Background: an optimization exercise with open tools, aiming at small area and a short achievable clock period. Do not read the settings as production practice.
At most, simulation tests tie the RTL to the original design; equivalence was not proved.
For run 1, only the layout was checked, not whether the RTL still works.
Power and IR drop assume default switching activity.

===== config.mk =====
export PLATFORM = sky130hd
export DESIGN_NAME = project3Top
export DESIGN_NICKNAME = project3Top
export VERILOG_FILES = /design/flow/design.v
export SDC_FILE = /design/flow/constraint.sdc
export NUM_CORES = 4
export LEC_CHECK = 0
export ABC_CLOCK_PERIOD_IN_PS = 120000
export CAP_MARGIN = 20
export CORE_MARGIN = 2
export CORE_UTILIZATION = 40
export SETUP_SLACK_MARGIN = 5
export SLEW_MARGIN = 20

===== constraint.sdc =====
create_clock -name core_clock -period 120.0 [get_ports {CLOCK_50}]
set_input_delay 24.0000 -clock core_clock [delete_from_list [all_inputs] [get_ports {CLOCK_50}]]
set_output_delay 24.0000 -clock core_clock [all_outputs]
set_load 0.01 [all_outputs]

===== design.v =====
module SW2dec (switches, dec, leds);
	input  [9:0] switches;
	output [9:0] leds;
	output [3:0] dec;
	wire [9:0] below;    
	assign below[0] = 1'b0;
	genvar k;
	generate for (k = 1; k < 10; k = k + 1) begin : pre
		assign below[k] = below[k-1] | switches[k-1];
	end endgenerate
	assign leds[0]   = switches[0] | ~(below[9] | switches[9]);
	assign leds[9:1] = switches[9:1] & ~below[9:1];
	assign dec[0] = |(leds & 10'b0001101100);
	assign dec[1] = |(leds & 10'b1111101100);
	assign dec[2] = |(leds & 10'b0010001110);
	assign dec[3] = |(leds & 10'b1010111010);
endmodule
module seven_seg_driver(din, HEX);
	input [3:0] din;
	output [6:0] HEX;
	assign HEX[0] = (din[3] & ~din[1]);
	assign HEX[1] = (~din[2] & din[0]);
	assign HEX[2] = (~din[3] & din[2]);
	assign HEX[3] = (din[3] & ~din[0]);
	assign HEX[4] = (din[3]);
	assign HEX[5] = (din[2]);
	assign HEX[6] = (~din[3] & ~din[1]) | (din[2] & ~din[0]);
endmodule
module keypressed(clock, reset, enable_in, enable_out);
	input  clock;
	input  reset;        
	input  enable_in;    
	output enable_out;
	reg [1:0] key_state;    
	always @(posedge clock or negedge reset) begin
		if (reset == 1'b0)
			key_state <= 2'b00;
		else begin
			key_state[0] <= ~key_state[1] & ~enable_in;
			key_state[1] <= key_state[0] & enable_in;
		end
	end
	assign enable_out = key_state[1];
endmodule
module newton(r, y, d, b1, b3);
	input  [15:0] r;
	input  [11:0] y;
	output [15:0] d;
	output b1, b3;
	wire [15:0] ye = {3'b000, y[11], y[10:3], y[2:0], 1'b1};
	wire [4:0] bo;
	assign bo[0] = 1'b0;
	genvar i;
	generate for (i = 0; i < 4; i = i + 1) begin : dig
		wire [4:0] t = {1'b0, r[4*i+3:4*i]} - {1'b0, ye[4*i+3:4*i]} - bo[i];
		assign bo[i+1] = t[4];
		assign d[4*i+3:4*i] = t[4] ? t[3:0] + 4'd10 : t[3:0];
	end endgenerate
	assign b1 = bo[2];
	assign b3 = bo[4];
endmodule
module conv(c, d);
	input [3:0] c;
	output [3:0] d;
	assign d[0] = (c[3] & c[1]) | (c[2] & ~c[0]);
	assign d[1] = (~c[3] & c[0]) | (c[2] & c[1]);
	assign d[2] = (~c[2] & c[0]) | (c[3] & ~c[2] & ~c[1]) | (c[2] & c[1] & ~c[0]);
	assign d[3] = (~c[2] & c[1] & ~c[0]);
endmodule
module qdig(u, c);
	input [3:0] u;
	output [3:0] c;
	assign c[0] = (~u[3] & u[1]) | (u[3] & ~u[2] & ~u[1]);
	assign c[1] = (u[1]) | (u[3]);
	assign c[2] = (~u[3] & u[0]) | (u[1] & ~u[0]);
	assign c[3] = (~u[3] & u[0]) | (u[2]) | (u[3] & ~u[0]);
endmodule
module project3Top(CLOCK_50, SW, KEY, LED, HEX0, HEX1, HEX2, HEX3, HEX4, HEX5);
	input        CLOCK_50;
	input  [9:0] SW;
	input  [2:0] KEY;
	output [9:0] LED;
	output [6:0] HEX0, HEX1, HEX2, HEX3, HEX4, HEX5;
	wire        reset;
	wire [3:0]  push_num;
	reg  [23:0] num;      
	reg         mode;     
	reg  [3:0]  ks;       
	reg  [11:0] y;        
	assign reset = KEY[1];
	SW2dec F1 (.switches(SW), .dec(push_num), .leds(LED));
	seven_seg_driver S0(num[3:0],HEX0);
	seven_seg_driver S1(num[7:4],HEX1);
	seven_seg_driver S2(num[11:8],HEX2);
	seven_seg_driver S3(num[15:12],HEX3);
	seven_seg_driver S4(num[19:16],HEX4);
	seven_seg_driver S5(num[23:20],HEX5);
	wire push = ks[3];
	wire sqrt = ks[1];
	wire [1:0] push_next = {ks[2] & KEY[2], ~ks[3] & ~KEY[2]};
	wire [1:0] sqrt_next = {ks[0] & KEY[0], ~ks[1] & ~KEY[0]};
	wire [15:0] diff;
	wire        b1, b3;
	newton F2 (.r(num[15:0]), .y(y), .d(diff), .b1(b1), .b3(b3));
	wire [3:0] ph = ks;
	wire sub   = ~ph[3] & ~ph[0] & (ph[2] | ph[1]);            
	wire ge    = ~ph[2] ? ~b1 : (~b3 | (ph[1] & num[16]));     
	wire take  = mode & sub & ge;
	wire rot   = ~ph[3] & ~(ph[2] & ph[1]);                    
	wire outd  = ph[3] & ~ph[2] & (ph[1] | ph[0]);             
	wire ysh   = (rot & ph[0]) | outd;                           
	wire done  = ph[3] & ph[2];                                
	wire shift = ~mode ? (push & ~sqrt & (num[23:20] == 4'd0)) : (~take & ~done);
	wire [3:0] qd, top_bcd;
	qdig Q (.u({y[11], y[10:8]}), .c(qd));
	conv C (.c(num[23:20]), .d(top_bcd));
	wire [3:0] ins = ~mode ? push_num : rot ? top_bcd : outd ? qd : 4'd0;
	always @(posedge CLOCK_50 or negedge reset) begin
		if (reset == 1'b0) begin
			mode <= 1'b0;
			ks   <= 4'd0;
			num  <= 24'h000000;
		end else begin
			if (~mode) begin
				if (sqrt) begin
					mode <= 1'b1;
					ks   <= 4'd0;
				end else
					ks <= {push_next, sqrt_next};
			end else if (~take & ~done)
				ks <= ks + 4'd1;
			if (shift)
				num <= {num[19:0], ins};
			else if (take) begin
				num[15:0] <= diff;
				num[16]   <= num[16] & ~b3;
			end
		end
	end
	always @(posedge CLOCK_50) begin
		if (~mode)
			y <= 12'd0;            
		else if (take) begin
			y[2:0] <= (y[2:0] == 3'd4) ? 3'd0 : y[2:0] + 3'd1;
			y[3]   <= y[3] | (y[2:0] == 3'd4);
		end else if (ysh)
			y <= {y[7], y[6:3], y[2:0], 1'b0, 3'd0};
	end
endmodule

===== flow/run.sh =====
#!/bin/bash
# Own layout flow: the standard ORFS flow, with these changes:
#  - synthesis maps logic with ABC scripts of our own (flow/abc_pass.tcl):
#    delay-oriented for the SW -> LED cone, area-oriented for the rest,
#    and without the half/full-adder cell extraction;
#  - the port buffers are buf_1 cells;
#  - clock tree synthesis adds no dummy loads.
# Registers, floorplan, power grid, placement and routing are the standard flow's.
set -euo pipefail
W=$(pwd)
F=$W/flow

# ORFS's synth.tcl, with its abc call replaced by flow/abc_pass.tcl
sed 's#^\( *\)log_cmd abc {\*}$abc_args#\1set ::own_flow_dir '"$F"'\n\1source '"$F"'/abc_pass.tcl#' \
  "$FLOW_HOME/scripts/synth.tcl" > "$W/own_synth.tcl"
grep -q "abc_pass.tcl" "$W/own_synth.tcl"
sed 's#source \$::env(SCRIPTS_DIR)/synth.tcl#source '"$W"'/own_synth.tcl#' "$W/synth_recipe.tcl" > "$W/own_synth_recipe.tcl"
grep -q own_synth.tcl "$W/own_synth_recipe.tcl"

bash "$W/standard.sh" ADDER_MAP_FILE= SYNTH_SCRIPT="$W/own_synth_recipe.tcl" \
  "BUFFER_PORTS_ARGS=-buffer_cell sky130_fd_sc_hd__buf_1" \
  "CTS_ARGS=-sink_clustering_enable -repair_clock_nets -dont_use_dummy_load" finish > "$W/orfs_flow.log" 2>&1

===== flow/abc.script =====
strash
&get -n
&deepsyn -J 1000
&put
dch -f
amap
topo

===== flow/abc_fast.script =====
strash
dch -f
map {D}
topo
buffer -p
upsize {D}
dnsize {D}

===== flow/abc_pass.tcl =====
# Replaces ORFS's single abc call (sourced from own_synth.tcl).
# The LED outputs' cone (combinational from SW, the paths that set the
# achieved period) gets a delay-oriented mapping; the rest an area one.
set fast_args [lreplace $abc_args 1 1 $::own_flow_dir/abc_fast.script]
set i [lsearch -exact $fast_args -D]
if {$i >= 0} { set fast_args [lreplace $fast_args $i [expr {$i+1}]] }
lappend fast_args -D 100
log_cmd abc {*}$fast_args w:LED %ci*
set abc_args [lreplace $abc_args 1 1 $::own_flow_dir/abc.script]
log_cmd abc {*}$abc_args

===== standard.sh =====
#!/bin/bash
# synth_recipe.tcl (not shown) runs the flow's synth.tcl, then flattens the netlist and writes it again
# the make line also repeats each setting of config.mk as NAME=value (left out here)
make -C /OpenROAD-flow-scripts/flow DESIGN_CONFIG=/design/flow/config.mk WORK_HOME=/design/flow/orfs CLKGATE_MAP_FILE= SYNTH_SCRIPT=/design/flow/synth_recipe.tcl "${@:-finish}"

==> results of run 1 <==
[cells in the mapped netlist, drive strengths merged, types with 4 or more instances]
cell	number	area, um^2
nor2	85	319
a31oi	4	25.0
a22oi	5	37.5
nand3	4	20.0
nand2	19	71.3
o21ai	24	120
nor4	4	37.5
buf	12	90.1
clkinv	57	214
dfrtp	29	726
inv	10	37.5
or2	4	25.0
a21oi	27	135
a221oi	5	43.8
dfxtp	12	240
o22ai	28	175
nor3	11	55.1
o221ai	5	43.8
[final cells by class]
| cell class | count | area, um^2 | share of cell area, % |
|---|---|---|---|
| inverters | 67 | 251 | 8.43 |
| well taps | 77 | 96.3 | 3.23 |
| clock buffers | 5 | 68.8 | 2.31 |
| repair buffers | 69 | 274 | 9.19 |
| multi-input cells | 252 | 1330 | 44.5 |
| flip-flops and latches | 41 | 966 | 32.4 |
[cell families (layout without fill, tap and decap cells)]
| group | count (synthesis) | after routing | synth area share [%] |
|---|---|---|---|
| buffers and inverters | 79 | 141 | 13.0 |
| flip-flops | 41 | 41 | 36.7 |
| AND/OR/NAND/NOR | 134 | 134 | 21.8 |
| AO/OA/AOI/OAI | 118 | 118 | 28.6 |
[flip-flops by register name (all words and copies together), names as in the netlist]
name / flops
mode: 1
num: 24
y: 12
ks: 4
[per-layer routing]
layer,track usage [%],up-vias
met2,35.9,110
met3,3.99,9
met5,0,-
met4,5.63,0
li1,-,1436
met1,27.3,1316
[stage by stage]
stage / utilization, % / setup slack [ns]
5_1_grt: 47.0 / 70.88
2_1_floorplan: - / 71.23
3_5_place_dp: 45.9 / 70.96
4_1_cts: 47.0 / 70.95
3_3_place_gp: 45.9 / 71.01
6_report: 47.0 / 70.94
[critical path: cells and delay by family]
kind	cells	cell delay [ns]
buffers and inverters	2	0.28
and+or+nand+nor	3	0.77
[final timing paths]
kind | from | to | slack (ns) | depth (start not counted)
max | SW[3] | LED[8] | 70.94 | 5
min | y[3]$_SDFFE_PN0P_ | y[7]$_SDFFE_PN0P_ | 0.51 | 2
max reg2reg | y[0]$_SDFFE_PN0P_ | num[16]$_DFFE_PN0P_ | 114.27 | 29
min reg2reg | y[3]$_SDFFE_PN0P_ | y[7]$_SDFFE_PN0P_ | 0.51 | 2
max in group asynchronous | KEY[1] | num[18]$_DFFE_PN0P_ | 96.00 | 2
min in group asynchronous | KEY[1] | num[5]$_DFFE_PN0P_ | 23.71 | 2
[report_power, final]
part	internal, W	total, W	leakage [nW]	switching, W
combinational	0.0000154	0.0000446	0.646	0.0000291
sequential	0.0000186	0.0000249	0.439	0.00000631
clock	0.00000375	0.00000834	0.0359	0.00000459
==> flow_metrics.env, run 1 <==
export IMPL_synthToLayoutAreaGrowth_pct=13.3
export IMPL_cts_hold_buf=0
export IMPL_first_iter_violations=206
export IMPL_nets=450
export IMPL_async_reset_ff_share_pct=70.7
export IMPL_cts_root_buffer="clkbuf_8"
export IMPL_final_antenna_net_count=0
export IMPL_dieArea_mm2=0.00725
export IMPL_ir_worst_vdd_uv=11.3
export IMPL_fin_crit_sh_pct=40.9
export IMPL_core_rowCount=29
export IMPL_cp_arrival_ns=25.06
export IMPL_synth_warnings=1
export IMPL_grt_pass1_wl_mm=12.3
export IMPL_cts_tree="done"
export IMPL_gp_congestion=0.878
export IMPL_synth_area_mm2=0.00263
export IMPL_vias=2871
export IMPL_antenna_found_initial=0
export IMPL_drc_errors=0
export IMPL_worstMarginPinSlew_ns=0.712
export IMPL_ys_ff_latch=41
export IMPL_grt_max_degree=30
export IMPL_dp_hpwl_mm=5.65
export IMPL_final_common_cell="nor2_1"
export IMPL_cp_required_ns=96.00
export IMPL_status="no timing/DRC/antenna violations"
export IMPL_fin_crit_ns=49.06
export IMPL_syn_nets=386
export IMPL_cp_slowest_stage_delay_ns=0.31
export IMPL_cts_buffer_depth=2
export IMPL_synthCells=372
export IMPL_top_layer="met4"
export IMPL_layout_common_cells="85 x nor2_1, 65 x buf_1, 57 x clkinv_1"
export IMPL_hp_class="flip-flop to flip-flop"
export IMPL_cp_common_cell="buf_1"
export IMPL_wl_met3_um=526
export IMPL_dpl_cell_area_mm2=0.00291
export IMPL_worstPathCellList="buf_1, nor4_2, nand4_1, nor3_1, buf_1"
export IMPL_start_util_pct=41.5
export IMPL_clk_transition_reported_paths_ns=0.08
export IMPL_die_w_um=85.1
export IMPL_worstSetupEndpointType="output pin"
export IMPL_die_h_um=85.1
export IMPL_clk_latency_ns=0.30
export IMPL_relSlewSlack_pct=52.0
export IMPL_drt_total_wl_mm=7.45
export IMPL_skew_ns=0.0102
export IMPL_overflow=0
export IMPL_core_area_mm2=0.00635
export IMPL_cts_inserted_buffers=5
export IMPL_ios=66
export IMPL_via_per_inst=5.62
export IMPL_crit_path_start_kind="input pin"
export IMPL_fillerInstances=667
export IMPL_power_density_mw_per_mm2=26.1
export IMPL_synth_edf_count=0
export IMPL_wl_met1_mm=3.21
export IMPL_fmax_mhz=20.4
export IMPL_synth_ff_type="dfrtp_1"
export IMPL_ys_types=36
export IMPL_post_drt_wl_per_cell_um=14.6
export IMPL_slew_viol_final=0
export IMPL_p_leak_nw=1.12
export IMPL_avgSynthCellArea_um2=7.08
export IMPL_grt_pass1_vias=2614
export IMPL_clock_sink_count=41
export IMPL_finalSetupTns_ns=0
export IMPL_whs_ns=0.515
export IMPL_stdcell_area_mm2=0.00298
export IMPL_grt_util_all_layers_pct=21.1
export IMPL_setup_violations=0
export IMPL_drt_pre_antenna_iters=4
export IMPL_ys_seq_area_share_pct=36.7
export IMPL_met2_length_mm=3.60
export IMPL_p_total_w=0.0000778
export IMPL_htreeDepth=2
export IMPL_cts_resized=0
export IMPL_crit_slowest_cell="nor4_2"
export IMPL_drive_gt1_share_pct=2.76
export IMPL_cts_setup_buffers=0
export IMPL_crit_fanout=3
export IMPL_post_layout_nonfiller_instances=511
export IMPL_rsz0062_at_grt="no"
export IMPL_n_antenna_cell=0
export IMPL_hold_viol=0
export IMPL_portBuffers=65
export IMPL_placedCellCount=506
export IMPL_maxCapViolations=0
export IMPL_critPathKind="input pin to output pin"
==> inputs of run 2 (changes only) <==
--- a/design.v
+++ b/design.v
@@ -4,10 +4,18 @@
 	output [3:0] dec;
-	wire [9:0] below;    
-	assign below[0] = 1'b0;
-	genvar k;
-	generate for (k = 1; k < 10; k = k + 1) begin : pre
-		assign below[k] = below[k-1] | switches[k-1];
-	end endgenerate
-	assign leds[0]   = switches[0] | ~(below[9] | switches[9]);
-	assign leds[9:1] = switches[9:1] & ~below[9:1];
+	wire [9:0] s = switches;
+	wire n01 = ~(s[0] | s[1]);
+	wire n23 = ~(s[2] | s[3]);
+	wire n45 = ~(s[4] | s[5]);
+	wire n67 = ~(s[6] | s[7]);
+	wire n89 = ~(s[8] | s[9]);
+	assign leds[0] = s[0] | (n01 & n23 & n45 & n67 & n89);
+	assign leds[1] = s[1] & ~s[0];
+	assign leds[2] = s[2] & n01;
+	assign leds[3] = s[3] & ~s[2] & n01;
+	assign leds[4] = s[4] & n01 & n23;
+	assign leds[5] = s[5] & ~s[4] & n01 & n23;
+	assign leds[6] = s[6] & n01 & n23 & n45;
+	assign leds[7] = s[7] & ~s[6] & n01 & n23 & n45;
+	assign leds[8] = s[8] & n01 & n23 & n45 & n67;
+	assign leds[9] = s[9] & ~s[8] & n01 & n23 & n45 & n67;
 	assign dec[0] = |(leds & 10'b0001101100);
@@ -105,9 +113,9 @@
 	wire [3:0] ph = ks;
-	wire sub   = ~ph[3] & ~ph[0] & (ph[2] | ph[1]);            
-	wire ge    = ~ph[2] ? ~b1 : (~b3 | (ph[1] & num[16]));     
+	wire sub   = (ph == 4'd2) | (ph == 4'd4) | (ph == 4'd6);
+	wire ge    = (ph == 4'd2) ? ~b1 : (~b3 | ((ph == 4'd6) & num[16]));
 	wire take  = mode & sub & ge;
-	wire rot   = ~ph[3] & ~(ph[2] & ph[1]);                    
-	wire outd  = ph[3] & ~ph[2] & (ph[1] | ph[0]);             
-	wire ysh   = (rot & ph[0]) | outd;                           
-	wire done  = ph[3] & ph[2];                                
+	wire rot   = (ph <= 4'd5);
+	wire outd  = (ph >= 4'd9) & (ph <= 4'd11);
+	wire ysh   = (ph == 4'd1) | (ph == 4'd3) | (ph == 4'd5) | (ph == 4'd9) | (ph == 4'd10);
+	wire done  = (ph == 4'd12);
 	wire shift = ~mode ? (push & ~sqrt & (num[23:20] == 4'd0)) : (~take & ~done);
==> flow_metrics.env, run 2 <==
export IMPL_finalSetupTns_ns=0
export IMPL_maxCapViolations=0
export IMPL_cts_setup_buffers=0
export IMPL_via_per_inst=5.52
export IMPL_drive_gt1_share_pct=3.26
export IMPL_hp_class="flip-flop to flip-flop"
export IMPL_synthToLayoutAreaGrowth_pct=13.3
export IMPL_top_register="num"
export IMPL_whs_ns=0.522
export IMPL_yosysMostFrequentCell="nor2_1"
export IMPL_dieArea_mm2=0.00719
export IMPL_hold_viol=0
export IMPL_grt_util_all_layers_pct=20.7
export IMPL_grt_max_degree=30
export IMPL_vias=2800
export IMPL_synthCells=369
export IMPL_cts_tree="done"
export IMPL_ys_ff_latch=41
export IMPL_n_antenna_cell=0
export IMPL_die_w_um=84.8
export IMPL_worstMarginPinSlew_ns=0.783
export IMPL_cp_required_ns=96.00
export IMPL_start_util_pct=41.4
export IMPL_synth_ff_type="dfrtp_1"
export IMPL_fmax_mhz=20.5
export IMPL_drc_errors=0
export IMPL_slew_viol_final=0
export IMPL_power_density_mw_per_mm2=37.1
export IMPL_cp_arrival_ns=24.79
export IMPL_reg2reg_to="num[15]$_DFFE_PN0P_"
export IMPL_final_antenna_net_count=0
export IMPL_p_leak_nw=1.13
export IMPL_p_total_w=0.000110
export IMPL_netlist_top_cells_count="91 x nor2_1, 49 x clkinv_1, 30 x o22ai_1"
export IMPL_core_rowCount=29
export IMPL_ios=66
export IMPL_portBuffers=65
export IMPL_min_delay_worst_endpoint="y[8]$_SDFFE_PN0P_"
export IMPL_ys_seq_area_share_pct=37.0
export IMPL_avgSynthCellArea_um2=7.08
export IMPL_clk_transition_reported_paths_ns=0.07
export IMPL_first_iter_violations=188
export IMPL_drt_pre_antenna_iters=4
export IMPL_cts_buffer_depth=2
export IMPL_nets=446
export IMPL_worstSetupEndpointType="output pin"
export IMPL_clock_sink_count=41
export IMPL_reg2reg_depth=31
export IMPL_status="no timing/DRC/antenna violations"
export IMPL_use_met3_pct=3.34
export IMPL_cts_hold_buf=0
export IMPL_synth_top_cell_area_share_pct=27.8
export IMPL_ir_worst_vdd_uv=18.3
export IMPL_r2r_setup_slack_ns=113.64
export IMPL_reg_top3="num: 24 flops, y: 12 flops, ks: 4 flops"
export IMPL_synth_area_leaders="dfrtp_1 28%, nor2_1 13%, dfxtp_1 9.2%"
export IMPL_clk_latency_ns=0.30
export IMPL_synth_area_mm2=0.00261
export IMPL_dp_hpwl_mm=5.49
export IMPL_fin_crit_ns=48.79
export IMPL_antenna_found_initial=0
export IMPL_yosysTopAreaCell="dfrtp_1"
export IMPL_final_common_cell="nor2_1"
export IMPL_r2r_start="num[0]$_DFFE_PN0P_"
export IMPL_hold_path_depth=2
export IMPL_crit_path_start_kind="input pin"
export IMPL_post_drt_wl_per_cell_um=14.5
export IMPL_async_reset_ff_share_pct=70.7
export IMPL_htreeDepth=2
export IMPL_hp_start="y[4]$_SDFFE_PN0P_"
export IMPL_setup_violations=0
export IMPL_ys_types=35
export IMPL_grt_pass1_wl_mm=12.1
export IMPL_rsz0062_at_grt="no"
export IMPL_die_h_um=84.8
export IMPL_layout_common_cells="91 x nor2_1, 65 x buf_1, 49 x clkinv_1"
export IMPL_globalRouteMet1Util_pct=27.9
export IMPL_gp_congestion=0.903
export IMPL_fin_crit_sh_pct=40.7
export IMPL_cts_inserted_buffers=5
export IMPL_overflow=0
export IMPL_met2_usage_pct=34.4
export IMPL_drt_total_wl_mm=7.37
export IMPL_cts_resized=0
export IMPL_relSlewSlack_pct=47.8
export IMPL_synth_edf_count=0
export IMPL_core_area_mm2=0.00631
export IMPL_synth_warnings=1
export IMPL_crit_fanout=3
export IMPL_cts_root_buffer="clkbuf_8"
export IMPL_busiest_layer="met2"
export IMPL_largest_reg_flops=24
export IMPL_grt_pass1_vias=2542
export IMPL_syn_nets=383
export IMPL_skew_ns=0.0166
export IMPL_critPathKind="input pin to output pin"
run 2: critical path, stage by stage:
cell     delay [ns]
buf_1          0.10
nor2_2         0.18
nand2_1        0.09
nor2_1         0.22
buf_1          0.19
run 2: per-layer routing:
layer  up-vias  share of wire, %
li1       1416                 -
met1      1288                46
met2        85                47
met3        11               5.4
met4         0               1.4
met5         -                 0
run 2: worst max path at each step:
stage | from | end | slack [ns]
2_1_floorplan | SW[2] | LED[8] | 71.52
3_3_place_gp | SW[2] | LED[8] | 71.30
3_5_place_dp | SW[2] | LED[8] | 71.23
4_1_cts | SW[2] | LED[8] | 71.23
5_1_grt | SW[2] | LED[8] | 71.15
6_report | SW[2] | LED[5] | 71.21
run 2: logic make-up (layout without fill, tap and decap cells):
| kind of cell | count (synthesis) | count (layout) | share of synthesized area, % |
|---|---|---|---|
| DFF | 41 | 41 | 37.0 |
| buffers and inverters | 65 | 126 | 11.1 |
| and+or+nand+nor | 150 | 150 | 24.1 |
| AOI/OAI and AO/OA | 113 | 113 | 27.9 |
run 2: final cells by class:
cell class,instances,area (um^2)
clock buffers,5,68.8
well taps,77,96.3
inverters,53,199
multi-input cells,263,1360
flip-flops and latches,41,966
repair buffers,68,267
fillers,671,3360
run 2: metrics by stage:
stage               instances  cell area (um^2)  worst slack [ns]  utilization [%]
global route              507              2960             71.15             46.8
detailed placement        502              2890             71.23             45.8
global placement          502              2890             71.30             45.8
floorplan                 369              2610             71.52                -
finish                    507              2960             71.21             46.8
CTS                       507              2960             71.23             46.8
run 2: power by group:
| part | leakage (nW) | internal, W | switching (W) | total (W) |
|---|---|---|---|---|
| clock network | 0.0359 | 0.00000376 | 0.00000466 | 0.00000842 |
| registers | 0.444 | 0.0000211 | 0.00000801 | 0.0000291 |
| logic | 0.651 | 0.0000255 | 0.0000467 | 0.0000722 |
==> inputs of run 3 (changes only) <==
==> flow/abc.script (replaced) <==
strash
&get -n
&deepsyn -J 1000
&put
dch -f
amap -F 20 -A 20
topo
==> flow_metrics.env, run 3 <==
export IMPL_cts_root_buffer="clkbuf_8"
export IMPL_async_reset_ff_share_pct=70.7
export IMPL_via_per_inst=5.80
export IMPL_setup_violations=0
export IMPL_n_antenna_cell=0
export IMPL_syn_nets=359
export IMPL_layout_common_cells="65 x buf_1, 57 x clkinv_1, 56 x nor2_1"
export IMPL_post_drt_wl_per_cell_um=14.9
export IMPL_cts_setup_buffers=0
export IMPL_hp_class="flip-flop to flip-flop"
export IMPL_netlist_top_cells_count="57 x clkinv_1, 56 x nor2_1, 42 x o22ai_1"
export IMPL_dieArea_mm2=0.00710
export IMPL_worstMarginPinSlew_ns=0.874
export IMPL_power_density_mw_per_mm2=36.3
export IMPL_finalSetupTns_ns=0
export IMPL_grt_pass1_vias=2552
export IMPL_final_common_cell="buf_1"
export IMPL_synth_area_mm2=0.00258
export IMPL_stdcell_area_mm2=0.00291
export IMPL_vias=2797
export IMPL_r2r_setup_slack_ns=113.21
export IMPL_p_clk_share_pct=7.8
export IMPL_ys_ff_latch=41
export IMPL_critPathKind="input pin to output pin"
export IMPL_slew_viol_final=0
export IMPL_die_h_um=84.3
export IMPL_portBuffers=65
export IMPL_clock_sink_count=41
export IMPL_overflow=0
export IMPL_ir_worst_vdd_uv=11.9
export IMPL_drt_total_wl_mm=7.17
export IMPL_top_register="num"
export IMPL_worst_slack_ns=71.21
export IMPL_largest_reg_flops=24
export IMPL_first_iter_violations=184
export IMPL_grt_max_degree=30
export IMPL_drt_pre_antenna_iters=5
export IMPL_core_area_mm2=0.00628
export IMPL_cts_hold_buf=0
export IMPL_worstSetupEndpointType="output pin"
export IMPL_fmax_mhz=20.5
export IMPL_fin_crit_ns=48.79
export IMPL_status="no timing/DRC/antenna violations"
export IMPL_cts_inserted_buffers=5
export IMPL_maxCapViolations=0
export IMPL_ys_types=38
export IMPL_comb_power_share_pct=64.8
export IMPL_antenna_found_initial=0
export IMPL_synth_area_leaders="dfrtp_1 28%, o22ai_1 10%, dfxtp_1 9.3%"
export IMPL_drive_gt1_share_pct=2.96
export IMPL_fin_crit_sh_pct=40.7
export IMPL_ios=66
export IMPL_crit_fanout=3
export IMPL_dp_hpwl_mm=5.35
export IMPL_power_share_switching_pct=54.1
export IMPL_switching_power_w=0.0000572
export IMPL_cts_buffer_depth=2
export IMPL_gp_congestion=0.893
export IMPL_avgSynthCellArea_um2=7.47
export IMPL_start_util_pct=41.0
export IMPL_cp_arrival_ns=24.79
export IMPL_reg_top3="num: 24 flops, y: 12 flops, ks: 4 flops"
export IMPL_synth_edf_count=0
export IMPL_p_seq_share_pct=27.4
export IMPL_final_antenna_net_count=0
export IMPL_synthCells=345
export IMPL_htreeDepth=2
export IMPL_grt_pass1_wl_mm=12.1
export IMPL_cp_required_ns=96.00
export IMPL_drc_errors=0
export IMPL_fillerInstances=653
export IMPL_yosysMostFrequentCell="clkinv_1"
export IMPL_die_w_um=84.3
export IMPL_crit_path_start_kind="input pin"
export IMPL_relSlewSlack_pct=41.6
export IMPL_synthToLayoutAreaGrowth_pct=13.0
export IMPL_cts_tree="done"
export IMPL_placedCellCount=477
export IMPL_hold_viol=0
export IMPL_p_int_w=0.0000485
export IMPL_skew_ns=0.0158
export IMPL_clk_transition_reported_paths_ns=0.09
export IMPL_post_layout_nonfiller_instances=482
export IMPL_dpl_cell_area_mm2=0.00284
export IMPL_p_leak_nw=1.05
export IMPL_synth_ff_type="dfrtp_1"
export IMPL_pre_cts_ws_ns=71.20
export IMPL_synth_top_cell_area_share_pct=28.2
export IMPL_core_rowCount=29
export IMPL_yosysTopAreaCell="dfrtp_1"
export IMPL_cts_resized=0
export IMPL_synth_warnings=1
export IMPL_rsz0062_at_grt="no"
export IMPL_nets=421
export IMPL_ys_seq_area_share_pct=37.5
export IMPL_clk_latency_ns=0.30
export IMPL_grt_util_all_layers_pct=20.9
==> run 3: changes by cell type after synthesis, moves of 6 or more <==
cell / delta
a21oi_1: -9
a222oi_1: +6
clkinv_1: +8
nand2_1: -8
nor2_1: -35
nor3_1: -8
o21ai_0: +11
o22ai_1: +12
==> run 3: cells by family (layout without fill, tap and decap cells) <==
kind of cell    count (synthesis)  count (layout)  share of synthesized area (%)
buf+inv                        73             133                           12.4
flops                          41              41                           37.5
simple gates                  101             101                           17.0
compound gates                130             130                           33.1
==> run 3: power by group through the flow <==
| stage | clock (W) | combinational, W | sequential, W |
|---|---|---|---|
| after global routing | 0.00000942 | 0.0000772 | 0.0000302 |
| final | 0.00000828 | 0.0000685 | 0.0000289 |
| after floorplan | 0 | 0.0000525 | 0.0000270 |
| after global placement | 0 | 0.0000671 | 0.0000291 |
| after CTS | 0.00000847 | 0.0000679 | 0.0000288 |
| after detailed placement | 0 | 0.0000676 | 0.0000291 |
==> run 3: worst paths after layout <==
| kind | startpoint | cells after the start | endpoint |
|---|---|---|---|
| max | SW[2] | 5 | LED[9] |
| min | y[5]$_SDFFE_PN0P_ | 2 | y[9]$_SDFFE_PN0P_ |
| max reg2reg | num[0]$_DFFE_PN0P_ | 28 | num[7]$_DFFE_PN0P_ |
| min reg2reg | y[5]$_SDFFE_PN0P_ | 2 | y[9]$_SDFFE_PN0P_ |
| max in group asynchronous | KEY[1] | 2 | num[4]$_DFFE_PN0P_ |
| min in group asynchronous | KEY[1] | 2 | num[21]$_DFFE_PN0P_ |
==> run 3: cell type report <==
cell class                 count  area, um^2  share of cell area, %
multi-input combinational    231        1290                   44.4
inverter                      61         229                   7.87
clock buffer                   5        68.8                   2.36
timing repair buffer          67         259                   8.90
sequential                    41         966                   33.2
tap                           77        96.3                   3.31
==> run 3: critical path: stages <==
cell and delay [ns]:
buf_1 0.10, nor2_2 0.17, nand4_2 0.15, nor2_1 0.19
buf_1 0.17
==> run 3: metrics by stage <==
| step | power (W) | hold WS, ns | util [%] |
|---|---|---|---|
| finish | 0.000106 | 0.517 | 46.4 |
| global route | 0.000117 | 0.524 | 46.4 |
| CTS | 0.000105 | 0.516 | 46.4 |
| detailed placement | 0.0000968 | 0.501 | 45.3 |
| global placement | 0.0000962 | 0.493 | 45.3 |
| floorplan | 0.0000794 | 0.471 | - |
==> run 3: metal layers <==
layer	GRT usage (%)	share of wire, %	vias to the layer above
li1	-	-	1385
met1	28.1	46	1294
met2	33.9	46	109
met3	3.93	6.7	9
met4	6.60	1.3	0
met5	0	0	-

-- what the ideal ports hide --
Ports are ideal in the flow. The routed layouts listed here were re-timed in OpenROAD. Step 1: set_driving_cell puts a clkbuf_16 on CLOCK_50 and a buf_2 on each other input, an assumption about the parent block. Step 2 moves the port delays by t, midway between the first and last clock arrival at a register: inputs arrive t later, outputs are due t later. That takes back most of the time a late clock gives input paths. Three values: ideal ports, drivers, drivers and shift; two values: the first two.
run | t, ns | setup WS [ns] | hold slack, ns | worst setup path at the end | clock arrival spread, ns
run 1 | 0.320 | 70.945 / 70.920 / 70.920 | 0.515 / 0.515 / 0.515 | input to output | 0.010 / 0.010
run 2 | 0.319 | 71.210 / 71.189 / 71.189 | 0.522 / 0.522 / 0.522 | input to output | 0.017 / 0.016
run 3 | 0.320 | 71.208 / 71.188 / 71.188 | 0.517 / 0.517 / 0.517 | input to output | 0.016 / 0.015
After both steps setup and hold are still met in every run listed. For run 1, which loses most, drivers alone change the setup slack by -0.025 ns; drivers and shift together by -0.025 ns.
